Background: an optimization exercise with open tools, aiming at small area and a short achievable clock period. Do not read the settings as production practice.
Where RTL was checked, it was by simulation tests only, not by an equivalence proof against the original.
The clock port is modelled as an ideal driver, which makes a skipped or thinned clock tree look cheaper than it is; a real chip needs a root buffer or a tree.
Power figures rest on the tool's default switching activity, not on a simulated workload.

Design bcnn_pipeline, start of the top module:
module bcnn_pipeline (
    input  wire       clk,
    input  wire       reset,
    input  wire       pixel_in,
    input  wire       valid_in,
    input  wire [8:0] weight_bits1,
    input  wire [8:0] weight_bits2,
    input  wire [3:0] threshold1,
    input  wire [3:0] threshold2,
    output reg        pixel_out,
    output reg        valid_out
);
Size in the first run: roughly 350 cells after synthesis, roughly 32 I/O pins.
==> module bcnn_pipeline, before the edit <==
module bcnn_pipeline (
    input  wire       clk,
    input  wire       reset,
    input  wire       pixel_in,
    input  wire       valid_in,
    input  wire [8:0] weight_bits1,
    input  wire [8:0] weight_bits2,
    input  wire [3:0] threshold1,
    input  wire [3:0] threshold2,
    output reg        pixel_out,
    output reg        valid_out
);
    reg [4:0] cp, row;
    reg       f_ra, f_rb;
    wire      last_col = &cp;
    wire [4:0] row_nx  = (row == 5'd27) ? 5'd0 : row + 5'd1;
    always @(posedge clk) begin
        if (reset) begin
            cp   <= 5'd4;
            row  <= 5'd0;
            f_ra <= 1'b0;
            f_rb <= 1'b0;
        end else if (valid_in) begin
            cp <= last_col ? 5'd4 : cp + 5'd1;
            if (last_col) begin
                row  <= row_nx;
                f_ra <= row_nx[0] && row_nx >= 5'd3 && row_nx <= 5'd25;
                f_rb <= row_nx[1:0] == 2'b01 && row_nx >= 5'd9 && row_nx <= 5'd25;
            end
        end
    end
    wire f_lb1 = ~&cp[4:1];                   
    wire f_pl1 = ~cp[0] & (cp[4] | cp[3]);    
    wire f_c2  = cp[0] & (cp[4] | cp[3]);     
    wire f_l2  = f_c2 & f_ra;
    function [2:0] therm;
        input [2:0] q;
        therm = {&q, (q[0] & q[1]) | (q[0] & q[2]) | (q[1] & q[2]), |q};
    endfunction
    function [9:0] le_therm;
        input [3:0] th;
        integer j;
        for (j = 0; j < 10; j = j + 1)
            le_therm[j] = (th <= j);
    endfunction
    function [6:0] w_of;
        input [1:0] s;
        input [9:0] lth;
        integer k;
        for (k = 0; k < 7; k = k + 1)
            w_of[k] = ((s == 2'd0) & lth[k])     | ((s == 2'd1) & lth[k + 1]) |
                      ((s == 2'd2) & lth[k + 2]) | ((s == 2'd3) & lth[k + 3]);
    endfunction
    function [3:0] v_of;
        input [6:0] w;
        input [2:0] g;
        integer m;
        for (m = 0; m < 4; m = m + 1)
            v_of[m] = w[m] | (g[0] & w[m + 1]) | (g[1] & w[m + 2]) | (g[2] & w[m + 3]);
    endfunction
    function act;
        input [3:0] v;
        input [2:0] g;
        act = v[0] | (g[0] & v[1]) | (g[1] & v[2]) | (g[2] & v[3]);
    endfunction
    function [1:0] count3;
        input [2:0] q;
        count3 = {(q[0] & q[1]) | (q[0] & q[2]) | (q[1] & q[2]), ^q};
    endfunction
    reg  [51:0] lb1;                  
    wire        x1 = pixel_in;        
    wire        m1 = lb1[25];         
    wire        t1 = lb1[51];         
    wire [2:0] q10 = {~(t1 ^ weight_bits1[8]), ~(m1 ^ weight_bits1[5]), ~(x1 ^ weight_bits1[2])};
    wire [2:0] q11 = {~(t1 ^ weight_bits1[7]), ~(m1 ^ weight_bits1[4]), ~(x1 ^ weight_bits1[1])};
    wire [2:0] q12 = {~(t1 ^ weight_bits1[6]), ~(m1 ^ weight_bits1[3]), ~(x1 ^ weight_bits1[0])};
    reg  [1:0] s1;
    reg  [3:0] v1;
    reg        a1_r;                  
    wire [3:0] v1_nx = v_of(w_of(s1, le_therm(threshold1)), therm(q11));
    wire       a1    = act(v1, therm(q12));
    always @(posedge clk) begin
        if (valid_in) begin
            if (f_lb1)
                lb1 <= {lb1[50:0], x1};
            s1   <= count3(q10);
            v1   <= v1_nx;
            a1_r <= a1;
        end
    end
    reg        left1;                 
    reg [11:0] pl1;                   
    reg        p1_r;                  
    wire       pair1    = left1 | a1_r;
    wire       pair1_ev = f_pl1;
    wire       p1_ev    = f_pl1 & f_ra;
    always @(posedge clk) begin
        if (valid_in) begin
            left1 <= a1_r;
            if (pair1_ev)
                pl1 <= {pl1[10:0], pair1};
            if (p1_ev)
                p1_r <= pair1 | pl1[11];
        end
    end
    wire       l2_ev = f_l2;
    reg [23:0] lb2;                   
    wire       x2 = p1_r;
    wire       m2 = lb2[11];
    wire       t2 = lb2[23];
    wire [2:0] q20 = {~(t2 ^ weight_bits2[8]), ~(m2 ^ weight_bits2[5]), ~(x2 ^ weight_bits2[2])};
    wire [2:0] q21 = {~(t2 ^ weight_bits2[7]), ~(m2 ^ weight_bits2[4]), ~(x2 ^ weight_bits2[1])};
    wire [2:0] q22 = {~(t2 ^ weight_bits2[6]), ~(m2 ^ weight_bits2[3]), ~(x2 ^ weight_bits2[0])};
    reg  [1:0] s2;
    reg  [3:0] v2;
    wire [3:0] v2_nx = v_of(w_of(s2, le_therm(threshold2)), therm(q21));
    wire       a2    = act(v2, therm(q22));
    reg        left2;
    reg  [4:0] pl2;
    wire       pair2    = left2 | a2;
    wire       pair2_ev = l2_ev & cp[1] & cp[0] & (cp[4] | (cp[3] & cp[2]));
    wire       out_ev   = pair2_ev & f_rb;
    always @(posedge clk) begin
        if (l2_ev && valid_in) begin
            lb2 <= {lb2[22:0], x2};
            s2  <= count3(q20);
            v2  <= v2_nx;
        end
        if (l2_ev && valid_in)
            left2 <= a2;
        if (pair2_ev && valid_in)
            pl2 <= {pl2[3:0], pair2};
        pixel_out <= pair2 | pl2[4];
    end
    always @(posedge clk) begin
        if (reset)
            valid_out <= 1'b0;
        else
            valid_out <= valid_in && out_ev;
    end
endmodule
==> flow/config.mk <==
export PLATFORM = sky130hd
export DESIGN_NAME = bcnn_pipeline
export DESIGN_NICKNAME = bcnn_pipeline
export VERILOG_FILES = /design/flow/design.v
export SDC_FILE = /design/flow/constraint.sdc
export NUM_CORES = 4
export LEC_CHECK = 0
export CAP_MARGIN = 20
export CORE_MARGIN = 2
export CORE_UTILIZATION = 40
export SETUP_SLACK_MARGIN = 2.2
export SLEW_MARGIN = 20
==> flow/constraint.sdc <==
create_clock -name core_clock -period 4.0 [get_ports {clk}]
set_input_delay 0.8000 -clock core_clock [delete_from_list [all_inputs] [get_ports {clk}]]
set_output_delay 0.8000 -clock core_clock [all_outputs]
set_load 0.01 [all_outputs]
standard.sh (not shown) runs the stock make flow with config.mk's settings and CLKGATE_MAP_FILE= SYNTH_SCRIPT=/design/flow/synth_recipe.tcl, a recipe that flattens the netlist after the stock synthesis.
==> flow/flow/run.sh <==
#!/bin/bash
# Standard ORFS layout (the standard.sh) with two changes:
#  - ports are buffered with a small buffer cell (resizing may grow it);
#  - the clock tree is built by flow/manual_cts.tcl: the clock port drives one
#    root clkbuf, which drives a few clkbufs, each feeding a balanced group of
#    flip-flops (all sinks at the same depth).
set -euo pipefail
W=$PWD
export BUFFER_PORTS_ARGS="-buffer_cell sky130_fd_sc_hd__buf_1"
export PRE_CTS_TCL=$W/flow/manual_cts.tcl
export MCTS_CLOCK_PORT=clk
export MCTS_ROOT=sky130_fd_sc_hd__clkbuf_8
export MCTS_BUF=sky130_fd_sc_hd__clkbuf_16
export MCTS_GROUPS=6
bash standard.sh > $W/standard_flow.log 2>&1
Other scripts of this flow, unchanged in this note and not shown: flow/flow/manual_cts.tcl
Edit:
--- a/flow/design.v
+++ b/flow/design.v
@@ -12,26 +12,21 @@
     output reg        valid_out
 );
-    reg [4:0] cp, row;
-    reg       f_ra, f_rb;
+    reg [4:0] cp, rp;
     wire      last_col = &cp;
-    wire [4:0] row_nx  = (row == 5'd27) ? 5'd0 : row + 5'd1;
     always @(posedge clk) begin
         if (reset) begin
-            cp   <= 5'd4;
-            row  <= 5'd0;
-            f_ra <= 1'b0;
-            f_rb <= 1'b0;
+            cp <= 5'd4;
+            rp <= 5'd5;
         end else if (valid_in) begin
             cp <= last_col ? 5'd4 : cp + 5'd1;
-            if (last_col) begin
-                row  <= row_nx;
-                f_ra <= row_nx[0] && row_nx >= 5'd3 && row_nx <= 5'd25;
-                f_rb <= row_nx[1:0] == 2'b01 && row_nx >= 5'd9 && row_nx <= 5'd25;
-            end
+            if (last_col)
+                rp <= (rp == 5'd0) ? 5'd5 : rp + 5'd1;
         end
     end
-    wire f_lb1 = ~&cp[4:1];                   
-    wire f_pl1 = ~cp[0] & (cp[4] | cp[3]);    
-    wire f_c2  = cp[0] & (cp[4] | cp[3]);     
+    wire f_lb1 = ~&cp[4:1];                           
+    wire f_pl1 = ~cp[0] & (cp[4] | cp[3]);            
+    wire f_c2  = cp[0] & (cp[4] | cp[3]);             
+    wire f_ra  = ~rp[0] & (rp[4] | rp[3]);            
+    wire f_rb  = rp[1] & ~rp[0] & (rp[4] | (rp[3] & rp[2]));  
     wire f_l2  = f_c2 & f_ra;
     function [2:0] therm;
Via count is lower by a few percent.
Register-to-register slack barely changes.
Hold slack barely changes.
Global-route usage is higher by 0.38 points.
Final area is lower slightly.
Setup slack is better by 4.4 ps.
Power is higher slightly.
Synthesized cell count is lower by a few percent.
Only the layout flow was run in the first run of this note; the RTL was not checked for function there. No run of this note takes its clock network from TritonCTS; it comes from the design's own scripts or RTL.

========
bcnn_pipeline, a different RTL version from the one above (not shown whole).
Size in the first run: ~330 cells after synthesis, about 120 flip-flops, about 32 I/O pins, roughly 4900 um2 of cells after synthesis.
==> module bcnn_pipeline, before the edit <==
module bcnn_pipeline (
    input  wire       clk,
    input  wire       reset,
    input  wire       pixel_in,
    input  wire       valid_in,
    input  wire [8:0] weight_bits1,
    input  wire [8:0] weight_bits2,
    input  wire [3:0] threshold1,
    input  wire [3:0] threshold2,
    output reg        pixel_out,
    output reg        valid_out
);
    reg [4:0] cp, rp;
    wire      last_col = &cp;
    always @(posedge clk) begin
        if (reset) begin
            cp <= 5'd4;
            rp <= 5'd5;
        end else if (valid_in) begin
            cp <= last_col ? 5'd4 : cp + 5'd1;
            if (last_col)
                rp <= (rp == 5'd0) ? 5'd5 : rp + 5'd1;
        end
    end
    wire f_lb1 = ~&cp[4:1];                           
    wire f_pl1 = ~cp[0] & (cp[4] | cp[3]);            
    wire f_c2  = cp[0] & (cp[4] | cp[3]);             
    wire f_ra  = ~rp[0] & (rp[4] | rp[3]);            
    wire f_rb  = rp[1] & ~rp[0] & (rp[4] | (rp[3] & rp[2]));  
    wire f_l2  = f_c2 & f_ra;
    function [2:0] therm;
        input [2:0] q;
        therm = {&q, (q[0] & q[1]) | (q[0] & q[2]) | (q[1] & q[2]), |q};
    endfunction
    function [9:0] le_therm;
        input [3:0] th;
        integer j;
        for (j = 0; j < 10; j = j + 1)
            le_therm[j] = (th <= j);
    endfunction
    function [6:0] w_of;
        input [1:0] s;
        input [9:0] lth;
        integer k;
        for (k = 0; k < 7; k = k + 1)
            w_of[k] = ((s == 2'd0) & lth[k])     | ((s == 2'd1) & lth[k + 1]) |
                      ((s == 2'd2) & lth[k + 2]) | ((s == 2'd3) & lth[k + 3]);
    endfunction
    function [3:0] v_of;
        input [6:0] w;
        input [2:0] g;
        integer m;
        for (m = 0; m < 4; m = m + 1)
            v_of[m] = w[m] | (g[0] & w[m + 1]) | (g[1] & w[m + 2]) | (g[2] & w[m + 3]);
    endfunction
    function act;
        input [3:0] v;
        input [2:0] g;
        act = v[0] | (g[0] & v[1]) | (g[1] & v[2]) | (g[2] & v[3]);
    endfunction
    function [1:0] count3;
        input [2:0] q;
        count3 = {(q[0] & q[1]) | (q[0] & q[2]) | (q[1] & q[2]), ^q};
    endfunction
    reg  [51:0] lb1;                  
    wire        x1 = pixel_in;        
    wire        m1 = lb1[25];         
    wire        t1 = lb1[51];         
    wire [2:0] q10 = {~(t1 ^ weight_bits1[8]), ~(m1 ^ weight_bits1[5]), ~(x1 ^ weight_bits1[2])};
    wire [2:0] q11 = {~(t1 ^ weight_bits1[7]), ~(m1 ^ weight_bits1[4]), ~(x1 ^ weight_bits1[1])};
    wire [2:0] q12 = {~(t1 ^ weight_bits1[6]), ~(m1 ^ weight_bits1[3]), ~(x1 ^ weight_bits1[0])};
    reg  [1:0] s1;
    reg  [3:0] v1;
    reg        a1_r;                  
    wire [3:0] v1_nx = v_of(w_of(s1, le_therm(threshold1)), therm(q11));
    wire       a1    = act(v1, therm(q12));
    always @(posedge clk) begin
        if (valid_in) begin
            if (f_lb1)
                lb1 <= {lb1[50:0], x1};
            s1   <= count3(q10);
            v1   <= v1_nx;
            a1_r <= a1;
        end
    end
    reg        left1;                 
    reg [11:0] pl1;                   
    reg        p1_r;                  
    wire       pair1    = left1 | a1_r;
    wire       pair1_ev = f_pl1;
    wire       p1_ev    = f_pl1 & f_ra;
    always @(posedge clk) begin
        if (valid_in) begin
            left1 <= a1_r;
            if (pair1_ev)
                pl1 <= {pl1[10:0], pair1};
            if (p1_ev)
                p1_r <= pair1 | pl1[11];
        end
    end
    wire       l2_ev = f_l2;
    reg [23:0] lb2;                   
    wire       x2 = p1_r;
    wire       m2 = lb2[11];
    wire       t2 = lb2[23];
    wire [2:0] q20 = {~(t2 ^ weight_bits2[8]), ~(m2 ^ weight_bits2[5]), ~(x2 ^ weight_bits2[2])};
    wire [2:0] q21 = {~(t2 ^ weight_bits2[7]), ~(m2 ^ weight_bits2[4]), ~(x2 ^ weight_bits2[1])};
    wire [2:0] q22 = {~(t2 ^ weight_bits2[6]), ~(m2 ^ weight_bits2[3]), ~(x2 ^ weight_bits2[0])};
    reg  [1:0] s2;
    reg  [3:0] v2;
    wire [3:0] v2_nx = v_of(w_of(s2, le_therm(threshold2)), therm(q21));
    wire       a2    = act(v2, therm(q22));
    reg        pr2;
    reg  [4:0] pl2;
    reg        d_pair, d_out;
    wire       pair2_ev = l2_ev & cp[1] & cp[0] & (cp[4] | (cp[3] & cp[2]));
    wire       out_ev   = pair2_ev & f_rb;
    always @(posedge clk) begin
        if (l2_ev && valid_in) begin
            lb2 <= {lb2[22:0], x2};
            s2  <= count3(q20);
            v2  <= v2_nx;
            pr2 <= a2 | (cp[1] & pr2);
        end
        d_pair <= valid_in & pair2_ev;
        if (d_pair)
            pl2 <= {pl2[3:0], pr2};
        pixel_out <= pr2 | pl2[4];
    end
    always @(posedge clk) begin
        if (reset) begin
            d_out     <= 1'b0;
            valid_out <= 1'b0;
        end else begin
            d_out     <= valid_in & out_ev;
            valid_out <= d_out;
        end
    end
endmodule
export LEC_CHECK = 0
export CAP_MARGIN = 20
export CORE_MARGIN = 2
export CORE_UTILIZATION = 40
export SETUP_SLACK_MARGIN = 2.2
export SLEW_MARGIN = 20
create_clock -name core_clock -period 4.0 [get_ports {clk}]
==> flow/flow/run.sh <==
#!/bin/bash
# Standard ORFS layout (the standard.sh) with two changes:
#  - ports are buffered with a small buffer cell (resizing may grow it);
#  - the clock tree is built by flow/manual_cts.tcl: the clock port drives one
#    root clkbuf, which drives a few clkbufs, each feeding a balanced group of
#    flip-flops (all sinks at the same depth).
set -euo pipefail
W=$PWD
export BUFFER_PORTS_ARGS="-buffer_cell sky130_fd_sc_hd__buf_1"
export PRE_CTS_TCL=$W/flow/manual_cts.tcl
export MCTS_CLOCK_PORT=clk
export MCTS_ROOT=sky130_fd_sc_hd__clkbuf_4
export MCTS_BUF=sky130_fd_sc_hd__clkbuf_16
export MCTS_GROUPS=5
export REMOVE_ABC_BUFFERS=1
bash standard.sh > $W/standard_flow.log 2>&1
Other scripts of this flow, unchanged in this note and not shown: flow/flow/manual_cts.tcl
Change:
--- a/flow/design.v
+++ b/flow/design.v
@@ -112,7 +112,7 @@
     wire [3:0] v2_nx = v_of(w_of(s2, le_therm(threshold2)), therm(q21));
     wire       a2    = act(v2, therm(q22));
-    reg        pr2;
+    reg        left2;
     reg  [4:0] pl2;
-    reg        d_pair, d_out;
+    wire       pair2    = left2 | a2;
     wire       pair2_ev = l2_ev & cp[1] & cp[0] & (cp[4] | (cp[3] & cp[2]));
     wire       out_ev   = pair2_ev & f_rb;
@@ -122,19 +122,16 @@
             s2  <= count3(q20);
             v2  <= v2_nx;
-            pr2 <= a2 | (cp[1] & pr2);
         end
-        d_pair <= valid_in & pair2_ev;
-        if (d_pair)
-            pl2 <= {pl2[3:0], pr2};
-        pixel_out <= pr2 | pl2[4];
+        if (l2_ev && valid_in)
+            left2 <= a2;
+        if (pair2_ev && valid_in)
+            pl2 <= {pl2[3:0], pair2};
+        pixel_out <= pair2 | pl2[4];
     end
     always @(posedge clk) begin
-        if (reset) begin
-            d_out     <= 1'b0;
+        if (reset)
             valid_out <= 1'b0;
-        end else begin
-            d_out     <= valid_in & out_ev;
-            valid_out <= d_out;
-        end
+        else
+            valid_out <= valid_in && out_ev;
     end
 endmodule
Power barely changes.
Sequential power hardly moves.
Die area goes down by about 0.7%.
Synthesized area goes down by 0.77%.
Global-route usage is higher by 0.24 points.
Wire length grows by 5.5%.
No run of this note takes its clock network from TritonCTS; it comes from the design's own scripts or RTL.

what the ideal ports hide:
How much do the figures lean on ideal ports? The routed layouts below were timed once more, with nothing changed but the port constraints. Step 1 sets driving cells, clkbuf_16 on the clock port and buf_2 on the other inputs (assumed; they add their load-dependent delay and slew). Step 2 adds t to the input delays and takes it off the output delays; t is the mean of the earliest and latest rising clock arrival at the registers after step 1. Input paths then give back, and output paths get back, about the clock's delay inside the block. Slacks: no drivers / after step 1 / after step 2; pairs: no drivers / after step 1.
run	t (ns)	slack for setup (ns)	clock arrival spread, ns
the first run of note 1	0.416	2.188 / 2.188 / 1.830	0.008 / 0.009
the second run of note 1	0.407	2.192 / 2.188 / 1.781	0.010 / 0.010
the first run of note 2	0.476	2.144 / 2.144 / 1.708	0.010 / 0.011
the second run of note 2	0.476	2.157 / 2.160 / 1.688	0.014 / 0.013
After both steps setup and hold are still met in every run listed. For the second run of note 2, which loses most, drivers alone change the setup slack by +0.003 ns; drivers and shift together by -0.469 ns.
